This design comes from an exercise in tuning for small area and a short achievable clock period on the open sky130 flow, not from production work. Where RTL was checked, it was by simulation tests only, not by an equivalence proof against the original. The RTL of runs 2 to 5 was laid out without a check of its function. Power is estimated from default activity; no workload was simulated.

==> flow/design.v <==
module fifo #(
    parameter LENGTH = 32,
    parameter WIDTH  = 16
) (
    input logic reset_i,
    input logic clk_i,
    input logic read_en,
    input logic write_en,
    input logic [WIDTH-1:0] data_i,
    output logic empty_o,
    output logic full_o,
    output logic [WIDTH-1:0] data_o
);
  localparam LO = 4;
  localparam HI = LENGTH / LO;
  logic [LO-1:0] lo;
  logic [HI-1:0] hi;
  logic nonempty_r, full_r;
  logic [WIDTH-1:0] mem [LENGTH-1:0];
  wire rd = read_en & nonempty_r;
  wire wr = write_en & ~full_r;
  wire one_left = lo[0] & hi[0];           
  wire one_free = lo[LO-2] & hi[HI-1];     
  assign empty_o = ~nonempty_r;
  assign full_o  = full_r;
  logic [WIDTH-1:0] rdata;
  always_comb begin
    rdata = '0;
    for (int j = 0; j < HI; j++)
      for (int i = 0; i < LO; i++)
        rdata = rdata | (mem[LO*j+i] & {WIDTH{hi[j] & lo[i]}});
  end
  always_ff @(posedge clk_i, posedge reset_i) begin
    if (reset_i) begin
      lo         <= LO'(1) << (LO - 1);
      hi         <= HI'(1) << (HI - 1);
      nonempty_r <= 1'b0;
      full_r     <= 1'b0;
      data_o     <= 0;
    end else begin
      if (rd) data_o <= rdata;
      if (wr & ~rd) begin
        lo <= {lo[LO-2:0], lo[LO-1]};
        if (lo[LO-1]) hi <= {hi[HI-2:0], hi[HI-1]};
      end else if (rd & ~wr) begin
        lo <= {lo[0], lo[LO-1:1]};
        if (lo[0]) hi <= {hi[0], hi[HI-1:1]};
      end
      nonempty_r <= wr | (nonempty_r & ~(rd & one_left));
      full_r     <= ~rd & (full_r | (wr & one_free));
    end
  end
  always_ff @(posedge clk_i) begin
    if (wr) begin
      mem[0] <= data_i;
      for (int i = 1; i < LENGTH; i++) mem[i] <= mem[i-1];
    end
  end
endmodule
==> flow/flow/run.sh <==
#!/bin/bash
bash standard.sh MATCH_CELL_FOOTPRINT=0 "BUFFER_PORTS_ARGS=-buffer_cell sky130_fd_sc_hd__buf_4" \
  "CTS_ARGS=-sink_clustering_enable -repair_clock_nets -dont_use_dummy_load -sink_clustering_size 24 -sink_clustering_max_diameter 80" \
  finish > standard.log 2>&1
==> flow/standard.sh <==
#!/bin/bash
# synth_recipe.tcl (not shown) runs the flow's synth.tcl, then flattens the netlist and writes it again
# the make line also repeats each setting of config.mk as NAME=value (left out here)
make -C /OpenROAD-flow-scripts/flow DESIGN_CONFIG=/design/flow/config.mk WORK_HOME=/design/flow/orfs CLKGATE_MAP_FILE= SYNTH_SCRIPT=/design/flow/synth_recipe.tcl "${@:-finish}"
==> flow/config.mk <==
export PLATFORM = sky130hd
export DESIGN_NAME = fifo
export DESIGN_NICKNAME = fifo
export VERILOG_FILES = /design/flow/design.v
export SDC_FILE = /design/flow/constraint.sdc
export NUM_CORES = 4
export LEC_CHECK = 0
export CAP_MARGIN = 20
export CORE_MARGIN = 2
export CORE_UTILIZATION = 60
export SETUP_SLACK_MARGIN = 2.05
export SLEW_MARGIN = 20
==> flow/constraint.sdc <==
create_clock -name core_clock -period 4.0 [get_ports {clk_i}]
set_input_delay 0.8000 -clock core_clock [delete_from_list [all_inputs] [get_ports {clk_i}]]
set_output_delay 0.8000 -clock core_clock [all_outputs]
set_load 0.01 [all_outputs]
==> impl_metrics.yaml, run 1 <==
status:
  run_status: "finished clean"
power_and_ir_drop:
  p_per_area_nw_per_um2: 697
  switching_share_pct: 31.9
  p_switching_uw: 4840
  leakage_uw: 0.00729
  p_int_uw: 10300
  peakVddDrop_v: 0.000455
  clockPowerShare_pct: 18.4
  combPwrFrac_pct: 24.4
  seq_power_share_pct: 57.2
critical_path:
  critPathSlowestCell: "dfrtp_1"
  r2r_slack_ns: 2.09
  critPathKind: "reg2out"
  worstPathMaxFanout: 2
  cp_cell_sequence: "buf_6"
  start_kind: "register"
  crit_required_ns: 3.20
  arrival_ns: 1.13
  crit_buf_inv: 1
  cp_slowest_stage_delay_ns: 0.43
  crit_path_end_kind: "primary output"
  critical_path.top_delay_family: "flip-flops"
synthesis:
  synth_cell_type_count: 32
  yosysSeqAreaShare_pct: 80.9
  ys_ff_latch: 542
  synth_warnings: 2
  netlist_area_um2: 19900
  synth_nets: 1185
  synth-edff-count: 512
  synthFlopType: "edfxtp_1"
  async_flop_share_pct: 5.54
  syn_avg_cell_area_um2: 17.1
  syn_inst: 1163
placement:
  place.port_buffers: 37
  detailed_place_hpwl_um: 23900
  place_congestion: 0.759
global_routing:
  grt_pass1_wl_um: 69000
  overflow: 0
  grt_util_all_layers_pct: 26.3
  grt_pass1_vias: 10871
  antenna_found_initial: 0
  grt_max_degree: 179
detailed_routing:
  drtPass1Iterations: 5
  routedWlPerCell_um: 28.3
  vias: 11139
  drt_iter0_drc: 1735
  drc: 0
  drtAntennaViolNets: 0
  vias_per_cell: 6.81
  routed_wl_um: 46300
floorplanning:
  num_rows: 66
  die_y_um: 186
  ios: 38
  initial_core_util_pct: 61.1
  core_area_um2: 32600
  die_area_um2: 34700
  fp.dieW_um: 186
sta:
  fmax_mhz: 518
  period_needed_ns: 1.93
  relSlewSlack_pct: 33.1
  maxSlewViolCount: 0
  skew_ns: 0.0156
  setup_viol: 0
  rsz0062_at_grt: "true"
  min_period_over_period_pct: 48.2
  tightest_slew_ns: 1.00
  tns_ns: 0
  hold_violations: 0
cells_and_area:
  num-fill-cells: 2205
  drive_gt1_share_pct: 11.6
  diodes: 0
  fin_nets: 1217
  synthToLayoutAreaGrowth_pct: 9.15
  final_core_util_pct: 66.7
cts:
  tritoncts: "done"
  cts.sinks: 542
  root_buffer: "clkbuf_16"
  cts_buffers: 26
  clk_pin_slew_ns: 0.09
  cts_buffer_depth: 3
  insertion_delay_ns: 0.57
  ctsHtreeMaxLevel: 1
  hold_buffers: 0
hold_path:
  hp-class: "in2reg"
flow_run:
  cap_violations: 0
[cell usage after synthesis (15+ instances only)]
library cell | instances | share of area (%)
a21oi_1 | 52 | 1.3
a22oi_1 | 184 | 6.9
a22o_1 | 21 | 0.92
nand2_1 | 17 | 0.32
dfrtp_1 | 28 | 3.5
buf_2 | 36 | 0.90
a222oi_1 | 22 | 1.1
inv_1 | 15 | 0.28
o22ai_1 | 29 | 0.91
nor2_1 | 44 | 0.83
a31oi_1 | 21 | 0.66
nand3_1 | 57 | 1.4
clkbuf_1 | 33 | 0.62
edfxtp_1 | 512 | 77
[stage by stage]
step	hold slack, ns	power [uW]	setup slack [ns]	instances	area (um2)
floorplan	0.426	11100	-5.84	1163	20000
global placement	0.429	12100	1.25	1579	20600
detailed placement	0.433	12100	1.21	1579	20600
CTS	0.386	15100	2.05	1619	21500
global route	0.389	15800	2.02	1635	21800
finish	0.405	15200	2.07	1635	21800
[worst paths after layout]
check / from / endpoint / cells after the start
min in group asynchronous: reset_i / data_o[4] / 2
hold reg to reg: mem[27][12] / mem[28][12] / 0
hold / removal: data_i[13] / mem[0][13] / 1
setup / recovery: data_o[6] / data_o[6] / 1
setup reg to reg: full_r / mem[9][14] / 3
max in group asynchronous: reset_i / lo[0] / 2
[timing repair]
item,4_1_cts,5_1_grt
buffers inserted,14,16
gates resized for setup,29,20
endpoints found under the hold margin,0,0
pin swaps,0,3
endpoints found under the setup margin,97,180
gates cloned,0,0
[logic make-up (layout without fill, tap and decap cells)]
logic type               count (synthesis)  count (layout)  share of synthesized area [%]
adder cells (fa/ha/maj)                  2               2                          0.125
flip-flops                             542             542                           80.9
AO/OA/AOI/OAI                          352             352                           12.6
multiplexers                            11              11                          0.552
AND/OR/NAND/NOR                        157             157                           3.76
buffers and inverters                   99             129                           2.09
[per-layer routing]
layer	vias up	GRT usage [%]	wire length [um]
met1	5750	42.1	20400
met3	48	3.71	3870
met5	-	0	0
met2	533	39.5	21400
li1	4808	-	-
met4	0	5.05	682
[final cells by class]
cell class | count | area (um2) | area share, %
sequential | 542 | 16200 | 74.2
timing repair buffer | 87 | 881 | 4.05
multi-input combinational | 522 | 3440 | 15.8
clock buffer | 26 | 651 | 2.99
inverter | 16 | 86.3 | 0.397
tap | 442 | 553 | 2.54
[power by group through the flow]
stage          clock network (uW)  logic, uW  registers (uW)
4_1_cts                      2850       3480            8740
2_1_floorplan                   0       2330            8730
3_3_place_gp                    0       3220            8850
3_5_place_dp                    0       3250            8870
5_1_grt                      3010       3980            8820
6_report                     2790       3700            8690
[cell usage in the layout, fill, tap and decap left out, types with 19 or more instances in the layout]
| cell | count |
|---|---|
| a21oi_1 | 52 |
| a222oi_1 | 22 |
| a22o_1 | 20 |
| a22oi_1 | 184 |
| a31oi_1 | 21 |
| buf_4 | 57 |
| buf_6 | 19 |
| clkbuf_16 | 27 |
| dfrtp_1 | 20 |
| edfxtp_1 | 512 |
| nand3_1 | 57 |
| nor2_1 | 44 |
| o22ai_1 | 29 |
[flip-flops by register name, summed over array words and instances (netlist names)]
register    flops
hi              8
lo              4
nonempty_r      1
full_r          1
mem           512
data_o         16
==> run 2, diff against run 1 <==
--- a/flow/design.v
+++ b/flow/design.v
@@ -15,13 +15,13 @@
   localparam HI = LENGTH / LO;
   logic [LO-1:0] lo;
   logic [HI-1:0] hi;
-  logic nonempty_r, full_r;
+  logic empty_r, full_r;
   logic [WIDTH-1:0] mem [LENGTH-1:0];
-  wire rd = read_en & nonempty_r;
+  wire rd = read_en & ~empty_r;
   wire wr = write_en & ~full_r;
   wire one_left = lo[0] & hi[0];           
   wire one_free = lo[LO-2] & hi[HI-1];     
-  assign empty_o = ~nonempty_r;
+  assign empty_o = empty_r;
   assign full_o  = full_r;
   logic [WIDTH-1:0] rdata;
   always_comb begin
@@ -34,7 +34,7 @@
     if (reset_i) begin
       lo         <= LO'(1) << (LO - 1);
       hi         <= HI'(1) << (HI - 1);
-      nonempty_r <= 1'b0;
+      empty_r    <= 1'b1;
       full_r     <= 1'b0;
       data_o     <= 0;
     end else begin
@@ -46,7 +46,7 @@
         lo <= {lo[0], lo[LO-1:1]};
         if (lo[0]) hi <= {hi[0], hi[HI-1:1]};
       end
-      nonempty_r <= wr | (nonempty_r & ~(rd & one_left));
+      empty_r    <= ~wr & (empty_r | (rd & one_left));
       full_r     <= ~rd & (full_r | (wr & one_free));
     end
   end
==> impl_metrics.yaml, run 2 <==
critical_path:
  critical_path.top_delay_family: "flip-flops"
  worstPathMaxFanout: 3
  crit_required_ns: 3.20
  arrival_ns: 1.23
  cp-startpoint: "empty_r"
  r2r-end: "data_o[8]"
  cp_cell_sequence: "buf_6"
  timing.rr.start: "hi[6]"
  crit_buf_inv: 1
  start_kind: "register"
  cp_slowest_stage_delay_ns: 0.56
  r2r.worst_path.cells: 4
  endpoint: "empty_o"
  critPathSlowestCell: "dfstp_2"
  crit_path_end_kind: "primary output"
  cp.depth: 1
  r2r_slack_ns: 2.09
  critPathKind: "reg2out"
cts:
  hold_buffers: 0
  cts_buffers: 27
  insertion_delay_ns: 0.58
  tritoncts: "done"
  cts.sinks: 542
  cts_buffer_depth: 3
  root_buffer: "clkbuf_16"
  ctsHtreeMaxLevel: 1
  clk_pin_slew_ns: 0.09
power_and_ir_drop:
  leakage_uw: 0.00742
  peakVddDrop_v: 0.000481
  power.total_uw: 16400
  p_per_area_nw_per_um2: 740
synthesis:
  synth_nets: 1162
  synth_top_area_share_pct: 77.2
  synth_top_area_cell: "edfxtp_1"
  synth_area_leaders: "edfxtp_1 (77%), a22oi_1 (6.4%), dfrtp_1 (3.4%), a222oi_1 (1.6%), nand3_1 (1.3%)"
  syn_inst: 1140
  yosysMostFrequentCell: "edfxtp_1"
  ys_ff_latch: 542
  synth_cell_type_count: 39
  netlist_area_um2: 19900
  synthFlopType: "edfxtp_1"
  synth-edff-count: 512
  synth_warnings: 2
  async_flop_share_pct: 5.54
  yosysSeqAreaShare_pct: 81.0
  syn_avg_cell_area_um2: 17.5
  synth.top_cells.by_count: "edfxtp_1 (512), a22oi_1 (169), nand3_1 (50)"
floorplanning:
  ios: 38
  core_area_um2: 32600
  die_area_um2: 34700
  die_y_um: 186
  fp.dieW_um: 186
  num_rows: 66
  initial_core_util_pct: 61.1
sta:
  skew_ns: 0.0495
  maxSlewViolCount: 0
  fin_ws_ns: 1.97
  relSlewSlack_pct: 36.9
  hold_violations: 0
  fmax_mhz: 493
  rsz0062_at_grt: "true"
  holdWs_ns: 0.386
  min_period_over_period_pct: 50.7
  setup_viol: 0
  period_needed_ns: 2.03
  tightest_slew_ns: 0.946
global_routing:
  grt_max_degree: 174
  overflow: 0
  antenna_found_initial: 0
  grt_pass1_vias: 10959
  grt_pass1_wl_um: 70100
  grt_util_all_layers_pct: 28.1
placement:
  detailed_place_hpwl_um: 25100
  place_congestion: 0.757
  place.port_buffers: 37
  dp_worst_setup_slack_ns: 1.03
cells_and_area:
  synthToLayoutAreaGrowth_pct: 11.0
  fin_nets: 1220
  largest_reg_flops: 512
  drive_gt1_share_pct: 14.6
  reg_top3: "mem (512), data_o (16), hi (8)"
  num-fill-cells: 2208
  multi_input_area_um2: 3430
  final_common_cell: "edfxtp_1"
  regArea_um2: 16200
  layout_common_cells: "edfxtp_1 (512), a22oi_1 (167), buf_4 (72)"
  diodes: 0
  regMostFlops: "mem"
detailed_routing:
  drt_iter0_drc: 1755
  drtPass1Iterations: 8
  vias_per_cell: 6.93
  drtAntennaViolNets: 0
  vias: 11355
  routed_wl_um: 48700
  drc: 0
  routedWlPerCell_um: 29.7
status:
  run_status: "finished clean"
flow_run:
  cap_violations: 0
hold_path:
  hp-class: "in2reg"
## run 2: what timing repair did
action,CTS,global route
buffers inserted,31,16
endpoints found under the setup margin,216,45
resized for setup,43,23
gates cloned,2,2
pin swaps,0,2
## run 2: cell type report
class	instances	share of cell area [%]
repair inverters	1	0.0226
well taps	442	2.50
flip-flops and latches	542	73.1
repair buffers	111	5.43
multi-input cells	500	15.5
inverters	15	0.373
clock buffers	27	3.05
## run 2: per-stage QoR
stage	instances	util, %	area, um2	TNS (ns)
detailed placement	1560	63.3	20600	0
floorplan	1140	-	20000	-2623.36
global route	1638	67.8	22100	0
global placement	1560	63.3	20600	0
finish	1638	67.8	22100	0
CTS	1620	66.9	21800	0
## run 2: layer usage
metal | part of all wire [%] | global-route usage, % | vias up
met3 | 10 | 4.77 | 83
met2 | 45 | 42.4 | 668
met1 | 42 | 43.0 | 5799
met5 | 0 | 0 | -
met4 | 3.0 | 7.87 | 0
li1 | - | - | 4805
## run 2: how the worst min path moves through the flow
stage | startpoint | end | slack (ns) | depth (start not counted)
final | data_i[15] | mem[0][15] | 0.39 | 1
after global routing | data_i[12] | mem[0][12] | 0.37 | 1
after CTS | data_i[15] | mem[0][15] | 0.37 | 1
after detailed placement | mem[30][15] | mem[31][15] | 0.43 | 0
after global placement | mem[14][14] | mem[15][14] | 0.43 | 0
after floorplan | mem[9][14] | mem[10][14] | 0.43 | 0
## run 2: logic make-up (layout without fill, tap and decap cells)
| logic type | after synthesis | in the layout | synth area share, % |
|---|---|---|---|
| AO/OA/AOI/OAI | 348 | 348 | 12.8 |
| adder cells (fa/ha/maj) | 2 | 2 | 0.126 |
| buffers and inverters | 98 | 154 | 2.17 |
| flip-flops | 542 | 542 | 81.0 |
| multiplexers | 11 | 11 | 0.553 |
| AND/OR/NAND/NOR | 139 | 139 | 3.38 |
## run 2: report_power, final
group	total, uW	internal (uW)	switching [uW]
clock	2830	1200	1630
sequential	8870	7970	905
combinational	4660	1690	2970
total	16400	10900	5510
==> run 3, diff against run 2 <==
--- a/flow/design.v
+++ b/flow/design.v
@@ -15,13 +15,13 @@
   localparam HI = LENGTH / LO;
   logic [LO-1:0] lo;
   logic [HI-1:0] hi;
-  logic empty_r, full_r;
+  logic nonempty_r, full_r;
   logic [WIDTH-1:0] mem [LENGTH-1:0];
-  wire rd = read_en & ~empty_r;
+  wire rd = read_en & nonempty_r;
   wire wr = write_en & ~full_r;
   wire one_left = lo[0] & hi[0];           
   wire one_free = lo[LO-2] & hi[HI-1];     
-  assign empty_o = empty_r;
+  assign empty_o = ~nonempty_r;
   assign full_o  = full_r;
   logic [WIDTH-1:0] rdata;
   always_comb begin
@@ -34,7 +34,7 @@
     if (reset_i) begin
       lo         <= LO'(1) << (LO - 1);
       hi         <= HI'(1) << (HI - 1);
-      empty_r    <= 1'b1;
+      nonempty_r <= 1'b0;
       full_r     <= 1'b0;
       data_o     <= 0;
     end else begin
@@ -46,14 +46,18 @@
         lo <= {lo[0], lo[LO-1:1]};
         if (lo[0]) hi <= {hi[0], hi[HI-1:1]};
       end
-      empty_r    <= ~wr & (empty_r | (rd & one_left));
+      nonempty_r <= wr | (nonempty_r & ~(rd & one_left));
       full_r     <= ~rd & (full_r | (wr & one_free));
     end
   end
+  logic [HI-1:0] grp_live;
+  always_comb begin
+    grp_live[0] = 1'b1;
+    for (int j = 1; j < HI; j++) grp_live[j] = |(hi >> (j - 1));
+  end
   always_ff @(posedge clk_i) begin
-    if (wr) begin
-      mem[0] <= data_i;
-      for (int i = 1; i < LENGTH; i++) mem[i] <= mem[i-1];
-    end
+    if (wr) mem[0] <= data_i;
+    for (int i = 1; i < LENGTH; i++)
+      if (wr & grp_live[i / LO]) mem[i] <= mem[i-1];
   end
 endmodule
==> impl_metrics.yaml, run 3 <==
detailed_routing:
  vias_per_cell: 7.12
  vias: 11764
  drt_iter0_drc: 1663
  routed_wl_um: 52300
  drtAntennaViolNets: 0
  drc: 0
  drtPass1Iterations: 7
  routedWlPerCell_um: 31.6
cts:
  cts.sinks: 542
  clk_pin_slew_ns: 0.10
  cts_buffers: 26
  insertion_delay_ns: 0.58
  ctsHtreeMaxLevel: 1
  tritoncts: "done"
  cts_buffer_depth: 3
  root_buffer: "clkbuf_16"
  hold_buffers: 0
cells_and_area:
  fin_nets: 1234
  fin_area_um2: 22400
  reg_top3: "mem (512), data_o (16), hi (8)"
  regMostFlops: "mem"
  synthToLayoutAreaGrowth_pct: 12.0
  final_common_cell: "edfxtp_1"
  largest_reg_flops: 512
  layout_common_cells: "edfxtp_1 (512), a22oi_1 (134), buf_4 (82)"
  stdcell_count: 1653
  drive_gt1_share_pct: 15.9
  diodes: 0
floorplanning:
  fp.dieW_um: 187
  initial_core_util_pct: 61.2
  core_area_um2: 32700
  ios: 38
  die_area_um2: 34800
  num_rows: 66
  die_y_um: 187
synthesis:
  syn_avg_cell_area_um2: 17.6
  yosysSeqAreaShare_pct: 80.5
  synth_area_leaders: "edfxtp_1 (77%), a22oi_1 (5.0%), dfrtp_1 (3.5%), a22o_1 (2.5%), a222oi_1 (2.3%)"
  synth_nets: 1161
  synthFlopType: "edfxtp_1"
  synth_cell_type_count: 39
  synth_warnings: 2
  ys_ff_latch: 542
  yosysMostFrequentCell: "edfxtp_1"
  synth_top_area_cell: "edfxtp_1"
  synth_top_area_share_pct: 76.8
  synth.top_cells.by_count: "edfxtp_1 (512), a22oi_1 (134), nand3_1 (61)"
  async_flop_share_pct: 5.54
  netlist_area_um2: 20000
  synth-edff-count: 512
  syn_inst: 1140
sta:
  skew_ns: 0.0272
  maxSlewViolCount: 0
  tightest_slew_ns: 1.07
  holdWs_ns: 0.391
  fmax_mhz: 511
  fin_ws_ns: 2.04
  period_needed_ns: 1.96
  hold_violations: 0
  relSlewSlack_pct: 28.6
  setup_viol: 0
  min_period_over_period_pct: 48.9
  rsz0062_at_grt: "true"
  tns_ns: 0
placement:
  detailed_place_hpwl_um: 26900
  place.port_buffers: 37
  dp_worst_setup_slack_ns: 0.879
  placed_cells: 1562
  placed_cell_area_um2: 20800
  place_congestion: 0.789
power_and_ir_drop:
  leakage_uw: 0.00720
  p_per_area_nw_per_um2: 408
  peakVddDrop_v: 0.000328
critical_path:
  arrival_ns: 1.16
  critPathKind: "reg2out"
  critPathSlowestCell: "dfrtp_1"
  worstPathMaxFanout: 2
  timing.rr.start: "hi[5]"
  crit_buf_inv: 1
  cp-startpoint: "data_o[9]"
  crit_path_end_kind: "primary output"
  crit_required_ns: 3.20
  critical_path.top_delay_family: "flip-flops"
  cp_slowest_stage_delay_ns: 0.44
  start_kind: "register"
  cp_cell_sequence: "buf_6"
global_routing:
  grt_pass1_wl_um: 75100
  overflow: 0
  grt_max_degree: 66
  grt_pass1_vias: 11407
  antenna_found_initial: 0
  grt_util_all_layers_pct: 29.1
hold_path:
  hp-class: "in2reg"
  holdCritStartpoint: "data_i[14]"
flow_run:
  cap_violations: 0
status:
  run_status: "finished clean"
[run 3: final timing paths]
path	to	slack (ns)	depth (start not counted)
worst min-delay path	mem[0][14]	0.39	1
worst max register to register	mem[20][6]	2.04	6
max in group asynchronous	hi[4]	2.71	2
min in group asynchronous	data_o[0]	0.49	2
worst min register to register	mem[2][3]	0.45	0
worst max-delay path	data_o[9]	2.04	1
[run 3: worst register-to-register path, cell delays in order, from the launching register on]
cell and delay (ns):
dfrtp_2 0.46, buf_4 0.17, o41ai_4 0.32, buf_6 0.19, buf_4 0.15, clkinvlp_4 0.15, buf_12 0.20
[run 3: metal layers]
metal,routed length [um],global-route usage [%]
met5,0,0
met4,1060,6.93
met1,21600,45.2
met2,23900,44.0
met3,5760,4.78
[run 3: cells by family after synthesis]
kind of cell,after synthesis,synth area share (%)
mux,13,0.650
compound gates,325,12.8
flops,542,80.5
buf+inv,101,2.36
fa+ha+maj,1,0.0625
simple gates,158,3.62
[run 3: per-stage QoR]
| stage | total power [uW] | utilization, % |
|---|---|---|
| 4_1_cts | 9200 | 67.4 |
| 2_1_floorplan | 6390 | - |
| 3_3_place_gp | 6460 | 63.6 |
| 5_1_grt | 9410 | 68.6 |
| 6_report | 9150 | 68.6 |
| 3_5_place_dp | 6470 | 63.6 |
[run 3: final cells by class]
type | count | area [um2]
clock buffers | 26 | 651
flip-flops and latches | 542 | 16200
repair buffers | 130 | 1440
multi-input cells | 500 | 3560
inverters | 13 | 60.1
well taps | 442 | 553
fillers | 2198 | 10300
[run 3: what timing repair did]
item / CTS / global route
endpoints found under the setup margin: 481 / 254
gates cloned: 3 / 3
buffers inserted: 33 / 26
resized for setup: 58 / 29
pin swaps: 5 / 7
[run 3: power by group]
part	switching (uW)	total, uW	internal, uW
Clock	1640	2800	1160
Sequential	36.9	6220	6180
Combinational	75.6	136	60.0
==> run 4, diff against run 3 <==
--- a/flow/config.mk
+++ b/flow/config.mk
@@ -8,5 +8,5 @@
 export CAP_MARGIN = 20
 export CORE_MARGIN = 2
 export CORE_UTILIZATION = 60
-export SETUP_SLACK_MARGIN = 2.05
+export SETUP_SLACK_MARGIN = 2.12
 export SLEW_MARGIN = 20
==> impl_metrics.yaml, run 4 <==
detailed_routing:
  routed_wl_um: 54700
  vias: 12004
  drtPass1Iterations: 6
  routedWlPerCell_um: 32.6
  drt_iter0_drc: 1828
  drtAntennaViolNets: 0
  drc: 0
  vias_per_cell: 7.16
cells_and_area:
  largest_reg_flops: 512
  regMostFlops: "mem"
  fin_area_um2: 23000
  diodes: 0
  reg_top3: "mem (512), data_o (16), hi (8)"
  fin_nets: 1258
  drive_gt1_share_pct: 18.7
  layout_common_cells: "edfxtp_1 (512), a22oi_1 (134), buf_4 (75)"
  num-fill-cells: 2147
  synthToLayoutAreaGrowth_pct: 15.0
  final_common_cell: "edfxtp_1"
global_routing:
  grt_pass1_vias: 11517
  grt_pass1_wl_um: 75800
  overflow: 0
  grt_max_degree: 66
  antenna_found_initial: 0
  grt_util_all_layers_pct: 29.5
synthesis:
  ys_ff_latch: 542
  synth-xor-area-share_pct: 0
  synth-compound-area-share_pct: 12.8
  async_flop_share_pct: 5.54
  synth-simple-area-share_pct: 3.62
  synthAdderAreaFrac_pct: 0.0625
  syn_inst: 1140
  muxShareOfSynthArea_pct: 0.650
  synth_area_leaders: "edfxtp_1 (77%), a22oi_1 (5.0%), dfrtp_1 (3.5%), a22o_1 (2.5%), a222oi_1 (2.3%)"
  syn_avg_cell_area_um2: 17.6
  synthFlopType: "edfxtp_1"
  netlist_area_um2: 20000
  synth_cell_type_count: 39
  yosysMostFrequentCell: "edfxtp_1"
  synth_top_family_by_area: "compound AO/OA/AOI/OAI gates"
  synth_top_area_share_pct: 76.8
  synth_warnings: 2
  yosysSeqAreaShare_pct: 80.5
  synth.top_cells.by_count: "edfxtp_1 (512), a22oi_1 (134), nand3_1 (61)"
  synth-edff-count: 512
  synth_nets: 1161
  synth_top_area_cell: "edfxtp_1"
cts:
  tritoncts: "done"
  cts_buffer_depth: 3
  root_buffer: "clkbuf_16"
  cts.sinks: 542
  insertion_delay_ns: 0.58
  hold_buffers: 0
  cts_buffers: 26
  ctsHtreeMaxLevel: 1
  clk_pin_slew_ns: 0.10
sta:
  maxSlewViolCount: 0
  fin_ws_ns: 2.03
  skew_ns: 0.0163
  fmax_mhz: 507
  tns_ns: 0
  hold_violations: 0
  rsz0062_at_grt: "true"
  min_period_over_period_pct: 49.3
  tightest_slew_ns: 1.06
  relSlewSlack_pct: 29.2
  holdWs_ns: 0.389
  setup_viol: 0
  period_needed_ns: 1.97
power_and_ir_drop:
  clockPowerShare_pct: 30.6
  p_per_area_nw_per_um2: 399
  p_switching_uw: 1770
  switching_share_pct: 19.3
  p_int_uw: 7420
  leakage_uw: 0.00743
  combPwrFrac_pct: 1.6
  seq_power_share_pct: 67.7
  peakVddDrop_v: 0.000329
critical_path:
  worstPathMaxFanout: 2
  r2r_slack_ns: 2.06
  cp_cell_sequence: "buf_6"
  cp_slowest_stage_delay_ns: 0.45
  start_kind: "register"
  r2r.worst_path.cells: 5
  timing.rr.start: "hi[1]"
  crit_buf_inv: 1
  critPathSlowestCell: "dfrtp_1"
  critical_path.top_delay_family: "flip-flops"
  critPathKind: "reg2out"
  r2r-end: "data_o[11]"
  arrival_ns: 1.17
  crit_path_end_kind: "primary output"
  crit_required_ns: 3.20
hold_path:
  hp-class: "in2reg"
  whs_endpoint: "mem[0][10]"
  whs_path_depth: 1
  holdCritStartpoint: "data_i[10]"
floorplanning:
  num_rows: 66
  initial_core_util_pct: 61.2
  die_y_um: 187
  ios: 38
  core_area_um2: 32700
  die_area_um2: 34800
  fp.dieW_um: 187
placement:
  detailed_place_hpwl_um: 26900
  place.port_buffers: 37
  placed_cell_area_um2: 20800
  place_congestion: 0.789
  dp_worst_setup_slack_ns: 0.879
flow_run:
  cap_violations: 0
status:
  run_status: "finished clean"
==> run 4: changes by cell type in the layout (fill, tap and decap cells not counted), moves of 3 or more <==
cell	previous run	this run
a211oi_1	4	0
a211oi_2	1	5
buf_12	17	22
buf_16	3	6
buf_4	82	75
buf_6	14	30
buf_8	11	8
clkbuf_16	29	38
nor2_1	28	25
==> run 4: per-stage QoR <==
stage	power, uW	cells	utilization, %
after floorplan	6390	1140	-
after global placement	6460	1562	63.6
after detailed placement	6470	1562	63.6
after CTS	9210	1638	68.1
after global routing	9430	1677	70.4
final	9190	1677	70.4
==> run 4: how the worst max path moves through the flow <==
| stage | startpoint | endpoint | slack [ns] | cells after the start |
|---|---|---|---|---|
| 6_report | data_o[9] | data_o[9] | 2.03 | 1 |
| 5_1_grt | hi[1] | data_o[1] | 2.02 | 6 |
| 4_1_cts | data_o[14] | data_o[14] | 2.02 | 1 |
| 3_5_place_dp | write_en | mem[15][6] | 0.88 | 7 |
| 3_3_place_gp | write_en | mem[12][2] | 0.96 | 7 |
| 2_1_floorplan | write_en | mem[20][0] | 0.42 | 4 |
==> run 4: cells by family (layout without fill, tap and decap cells) <==
logic type | after synthesis | in the layout
buffers and inverters | 101 | 193
AOI/OAI and AO/OA | 325 | 326
DFF | 542 | 542
adders and majority gates | 1 | 1
and+or+nand+nor | 158 | 160
muxes | 13 | 13
==> run 4: repair_timing <==
item,CTS,global route
setup buffers,46,26
cloned,4,13
gates resized for setup,87,50
pin swaps,8,16
endpoints found under the setup margin,496,380
==> run 4: per-layer routing <==
metal	vias to the layer above	GRT usage [%]	routed length, um
li1	4889	-	-
met1	6170	45.2	22300
met2	848	44.0	24900
met3	97	6.38	6080
met4	0	7.33	1400
met5	-	0	0
==> run 4: power by group through the flow <==
| stage | Combinational, uW | Sequential, uW | Clock, uW |
|---|---|---|---|
| 6_report | 149 | 6220 | 2820 |
| 5_1_grt | 160 | 6230 | 3040 |
| 4_1_cts | 139 | 6220 | 2850 |
| 3_5_place_dp | 117 | 6350 | 0 |
| 3_3_place_gp | 117 | 6350 | 0 |
| 2_1_floorplan | 49.6 | 6340 | 0 |
==> run 4: layout make-up <==
type | count | area [um2] | share of cell area (%)
Clock buffer | 26 | 651 | 2.83
Inverter | 13 | 63.8 | 0.277
Multi-Input combinational cell | 500 | 3660 | 15.9
Sequential cell | 542 | 16200 | 70.2
Tap cell | 442 | 553 | 2.40
Timing Repair Buffer | 154 | 1930 | 8.40
==> run 4: worst register-to-register path, cell delays in order (launching register included) <==
cell	delay (ns)
dfrtp_2	0.48
buf_6	0.22
a222oi_1	0.51
nand3_1	0.13
a222oi_1	0.36
a21oi_1	0.12
==> run 5, diff against run 4 <==
--- a/flow/design.v
+++ b/flow/design.v
@@ -1,3 +1,27 @@
+module fifo_rmux #(
+    parameter LENGTH = 32,
+    parameter WIDTH  = 16,
+    parameter LO     = 4
+) (
+    input  logic [LENGTH*WIDTH-1:0] mem_flat,
+    input  logic [LO-1:0]           lo,
+    input  logic [LENGTH/LO-1:0]    hi,
+    output logic [WIDTH-1:0]        rdata
+);
+  always_comb begin
+    rdata = '0;
+    for (int j = 0; j < LENGTH / LO; j++)
+      for (int i = 0; i < LO; i++)
+        rdata = rdata | (mem_flat[(LO*j+i)*WIDTH +: WIDTH] & {WIDTH{hi[j] & lo[i]}});
+  end
+endmodule
+module fifo_wen (
+    input  logic write_en,
+    input  logic full,
+    output logic wr
+);
+  assign wr = write_en & ~full;
+endmodule
 module fifo #(
     parameter LENGTH = 32,
     parameter WIDTH  = 16
@@ -13,23 +37,28 @@
 );
   localparam LO = 4;
   localparam HI = LENGTH / LO;
+  localparam NG = 4;               
+  localparam GR = LENGTH / NG;
   logic [LO-1:0] lo;
   logic [HI-1:0] hi;
   logic nonempty_r, full_r;
   logic [WIDTH-1:0] mem [LENGTH-1:0];
+  logic [LENGTH*WIDTH-1:0] mem_flat;
+  logic [WIDTH-1:0] rdata;
+  logic [NG:0] wr_g;
   wire rd = read_en & nonempty_r;
-  wire wr = write_en & ~full_r;
+  wire wr = wr_g[NG];
+  for (genvar g = 0; g <= NG; g++) begin : g_wen
+    fifo_wen u_wen (.write_en(write_en), .full(full_r), .wr(wr_g[g]));
+  end
   wire one_left = lo[0] & hi[0];           
   wire one_free = lo[LO-2] & hi[HI-1];     
   assign empty_o = ~nonempty_r;
   assign full_o  = full_r;
-  logic [WIDTH-1:0] rdata;
-  always_comb begin
-    rdata = '0;
-    for (int j = 0; j < HI; j++)
-      for (int i = 0; i < LO; i++)
-        rdata = rdata | (mem[LO*j+i] & {WIDTH{hi[j] & lo[i]}});
-  end
+  always_comb
+    for (int i = 0; i < LENGTH; i++) mem_flat[i*WIDTH +: WIDTH] = mem[i];
+  fifo_rmux #(.LENGTH(LENGTH), .WIDTH(WIDTH), .LO(LO)) u_rmux (
+      .mem_flat(mem_flat), .lo(lo), .hi(hi), .rdata(rdata));
   always_ff @(posedge clk_i, posedge reset_i) begin
     if (reset_i) begin
       lo         <= LO'(1) << (LO - 1);
@@ -50,14 +79,9 @@
       full_r     <= ~rd & (full_r | (wr & one_free));
     end
   end
-  logic [HI-1:0] grp_live;
-  always_comb begin
-    grp_live[0] = 1'b1;
-    for (int j = 1; j < HI; j++) grp_live[j] = |(hi >> (j - 1));
-  end
   always_ff @(posedge clk_i) begin
-    if (wr) mem[0] <= data_i;
+    if (wr_g[0]) mem[0] <= data_i;
     for (int i = 1; i < LENGTH; i++)
-      if (wr & grp_live[i / LO]) mem[i] <= mem[i-1];
+      if (wr_g[i / GR]) mem[i] <= mem[i-1];
   end
 endmodule
--- a/flow/config.mk
+++ b/flow/config.mk
@@ -8,5 +8,7 @@
 export CAP_MARGIN = 20
 export CORE_MARGIN = 2
 export CORE_UTILIZATION = 60
-export SETUP_SLACK_MARGIN = 2.12
+export SETUP_SLACK_MARGIN = 2.05
 export SLEW_MARGIN = 20
+export SYNTH_HIERARCHICAL = 1
+export SYNTH_MINIMUM_KEEP_SIZE = 0
==> impl_metrics.yaml, run 5 <==
status:
  run_status: "finished clean"
critical_path:
  crit_path_end_kind: "primary output"
  critical_path.top_delay_family: "flip-flops"
  crit_required_ns: 3.20
  r2r.worst_path.cells: 6
  start_kind: "register"
  endpoint: "empty_o"
  cp_slowest_stage_delay_ns: 0.46
  critPathSlowestCell: "dfrtp_2"
  cp.depth: 2
  crit_buf_inv: 2
  critPathKind: "reg2out"
  r2r_slack_ns: 2.01
  cp_cell_sequence: "inv_2 > buf_6"
  arrival_ns: 1.19
  cp-startpoint: "nonempty_r"
  timing.rr.start: "lo[2]"
  worstPathMaxFanout: 3
  r2r-end: "data_o[10]"
sta:
  rsz0062_at_grt: "true"
  setup_viol: 0
  skew_ns: 0.0242
  min_period_over_period_pct: 49.7
  maxSlewViolCount: 0
  fmax_mhz: 503
  relSlewSlack_pct: 50.9
  tightest_slew_ns: 0.733
  tns_ns: 0
  hold_violations: 0
  period_needed_ns: 1.99
cells_and_area:
  regArea_um2: 16200
  drive_gt1_share_pct: 18.4
  num-fill-cells: 2225
  largest_reg_flops: 512
  fin_area_um2: 22600
  multi_input_area_um2: 3710
  final_common_cell: "edfxtp_1"
  diodes: 0
  layout_common_cells: "edfxtp_1 (512), a22oi_1 (166), nand2_1 (84)"
  synthToLayoutAreaGrowth_pct: 12.6
  reg_top3: "mem (512), data_o (16), hi (8)"
  regMostFlops: "mem"
  fin_nets: 1212
placement:
  place.port_buffers: 37
  placed_cell_area_um2: 21000
  place_congestion: 0.778
  detailed_place_hpwl_um: 24000
detailed_routing:
  drt_iter0_drc: 1614
  drc: 0
  drtPass1Iterations: 7
  vias: 11339
  routedWlPerCell_um: 31.0
  drtAntennaViolNets: 0
  vias_per_cell: 6.93
  routed_wl_um: 50600
synthesis:
  synthFlopType: "edfxtp_1"
  synth.top_cells.by_count: "edfxtp_1 (512), a22oi_1 (176), nand2_1 (84)"
  syn_inst: 1112
  synth_area_leaders: "edfxtp_1 (76%), a22oi_1 (6.6%), a22o_1 (3.5%), dfrtp_1 (3.5%), a222oi_1 (2.4%)"
  synth_warnings: 9
  synth_top_area_share_pct: 76.4
  synth_nets: 1134
  async_flop_share_pct: 5.54
  netlist_area_um2: 20100
  synth_cell_type_count: 27
  yosysMostFrequentCell: "edfxtp_1"
  synth_top_area_cell: "edfxtp_1"
  ys_ff_latch: 542
  syn_avg_cell_area_um2: 18.1
  synth-edff-count: 512
  yosysSeqAreaShare_pct: 80.2
cts:
  clk_pin_slew_ns: 0.09
  cts.sinks: 542
  root_buffer: "clkbuf_16"
  ctsHtreeMaxLevel: 1
  tritoncts: "done"
  cts_buffers: 27
  insertion_delay_ns: 0.58
  cts_buffer_depth: 3
global_routing:
  grt_pass1_wl_um: 73200
  overflow: 0
  grt_util_all_layers_pct: 28.5
  grt_pass1_vias: 11128
  grt_max_degree: 82
  antenna_found_initial: 0
floorplanning:
  ios: 38
  die_area_um2: 35000
  die_y_um: 187
  num_rows: 67
  initial_core_util_pct: 60.4
  core_area_um2: 33300
  fp.dieW_um: 187
power_and_ir_drop:
  peakVddDrop_v: 0.000400
  p_per_area_nw_per_um2: 431
  leakage_uw: 0.00808
hold_path:
  hp-class: "in2async"
flow_run:
  cap_violations: 0
-- run 5: worst min path at each step --
| stage | start | endpoint | slack [ns] |
|---|---|---|---|
| 6_report | reset_i | data_o[15] | 0.39 |
| 5_1_grt | data_i[1] | mem[0][1] | 0.38 |
| 4_1_cts | data_i[13] | mem[0][13] | 0.38 |
| 3_5_place_dp | mem[13][4] | mem[14][4] | 0.43 |
| 3_3_place_gp | mem[1][15] | mem[2][15] | 0.43 |
| 2_1_floorplan | mem[20][0] | mem[21][0] | 0.43 |
-- run 5: cell families (layout without fill, tap and decap cells) --
| family | after synthesis | after routing | share of synthesized area (%) |
|---|---|---|---|
| adder cells (fa/ha/maj) | 2 | 2 | 0.124 |
| AO/OA/AOI/OAI | 327 | 327 | 13.0 |
| flip-flops | 542 | 542 | 80.2 |
| buffers and inverters | 95 | 170 | 2.05 |
| multiplexers | 37 | 37 | 2.06 |
| AND/OR/NAND/NOR | 109 | 110 | 2.55 |
-- run 5: area by class of cell --
cell class                      count  area share, %
Tap cell                          448           2.47
Inverter                           18          0.298
Multi-Input combinational cell    476           16.4
Sequential cell                   542           71.4
Timing Repair Buffer              125           6.52
Clock buffer                       27           2.98
-- run 5: per-layer routing --
metal,wire length [um],share of wire (%),global-route usage (%),vias up
met1,20400,40,41.5,5825
li1,-,-,-,4754
met3,4820,9.5,4.84,88
met4,1680,3.3,9.43,0
met5,0,0,0,-
met2,23700,47,44.6,672
-- run 5: worst register-to-register path, stage by stage, from the launching register on --
cell	delay, ns
dfrtp_4	0.57
buf_12	0.20
a22oi_1	0.28
nand2_1	0.08
a222oi_1	0.35
nand4_1	0.14
mux2_2	0.27
-- run 5: power breakdown --
group / switching (uW) / total (uW) / internal (uW)
registers: 172 / 6730 / 6560
logic: 140 / 185 / 45.3
clock network: 1640 / 2840 / 1200
total: 1950 / 9760 / 7810
-- run 5: stage by stage --
stage / hold WS (ns) / cells / util, % / power (uW) / setup slack, ns
finish: 0.391 / 1636 / 68.1 / 9760 / 2.01
global route: 0.380 / 1636 / 68.1 / 10000 / 1.89
CTS: 0.383 / 1615 / 67.0 / 9800 / 1.96
detailed placement: 0.434 / 1548 / 63.0 / 7030 / 1.51
global placement: 0.430 / 1548 / 63.0 / 7020 / 1.55
floorplan: 0.426 / 1112 / - / 6880 / 0.844
-- run 5: Yosys stat by module (local to each module, per instance), a selection --
module | cells | times used | cell area (um2) | flip-flops and latches
fifo_wen | 1 | 5 | 13.8 | 0
fifo | 600 | 1 | 16700 | 542
-- run 5: what timing repair did --
action	4_1_cts	5_1_grt
hold buffers	0	0
setup endpoints to repair	204	194
cloned	2	4
buffers inserted	38	17
gates resized for setup	27	28
pin swaps	13	31

what the ideal ports hide:
In the flow no input, the clock included, has a driving cell. The finished layouts below were timed again as built, in two steps.
Step 1 sets driving cells, clkbuf_16 on the clock port and buf_2 on the other inputs (assumed; they add their load-dependent delay and slew).
Step 2 adds t to the input delays and takes it off the output delays; t is the mean of the earliest and latest rising clock arrival at the registers after step 1. Input paths then give back, and output paths get back, about the clock's delay inside the block.
Slacks: ideal ports / drivers / drivers and shift; pairs: ideal ports / drivers.
| run | shift t [ns] | setup WS [ns] | hold WS [ns] | worst setup path at the end |
|---|---|---|---|---|
| run 1 | 0.614 | 2.071 / 2.017 / 1.669 | 0.405 / 0.376 / 0.448 | input to register |
| run 2 | 0.613 | 1.971 / 1.918 / 1.671 | 0.386 / 0.360 / 0.422 | input to register |
| run 3 | 0.619 | 2.043 / 1.990 / 1.597 | 0.391 / 0.361 / 0.448 | input to register |
| run 4 | 0.623 | 2.026 / 1.974 / 1.673 | 0.389 / 0.362 / 0.442 | input to register |
| run 5 | 0.618 | 2.011 / 1.956 / 1.631 | 0.391 / 0.363 / 0.434 | input to register |
After both steps every run listed still meets setup and hold. For run 3, which loses most, drivers alone change the setup slack by -0.053 ns; drivers and shift together by -0.446 ns.
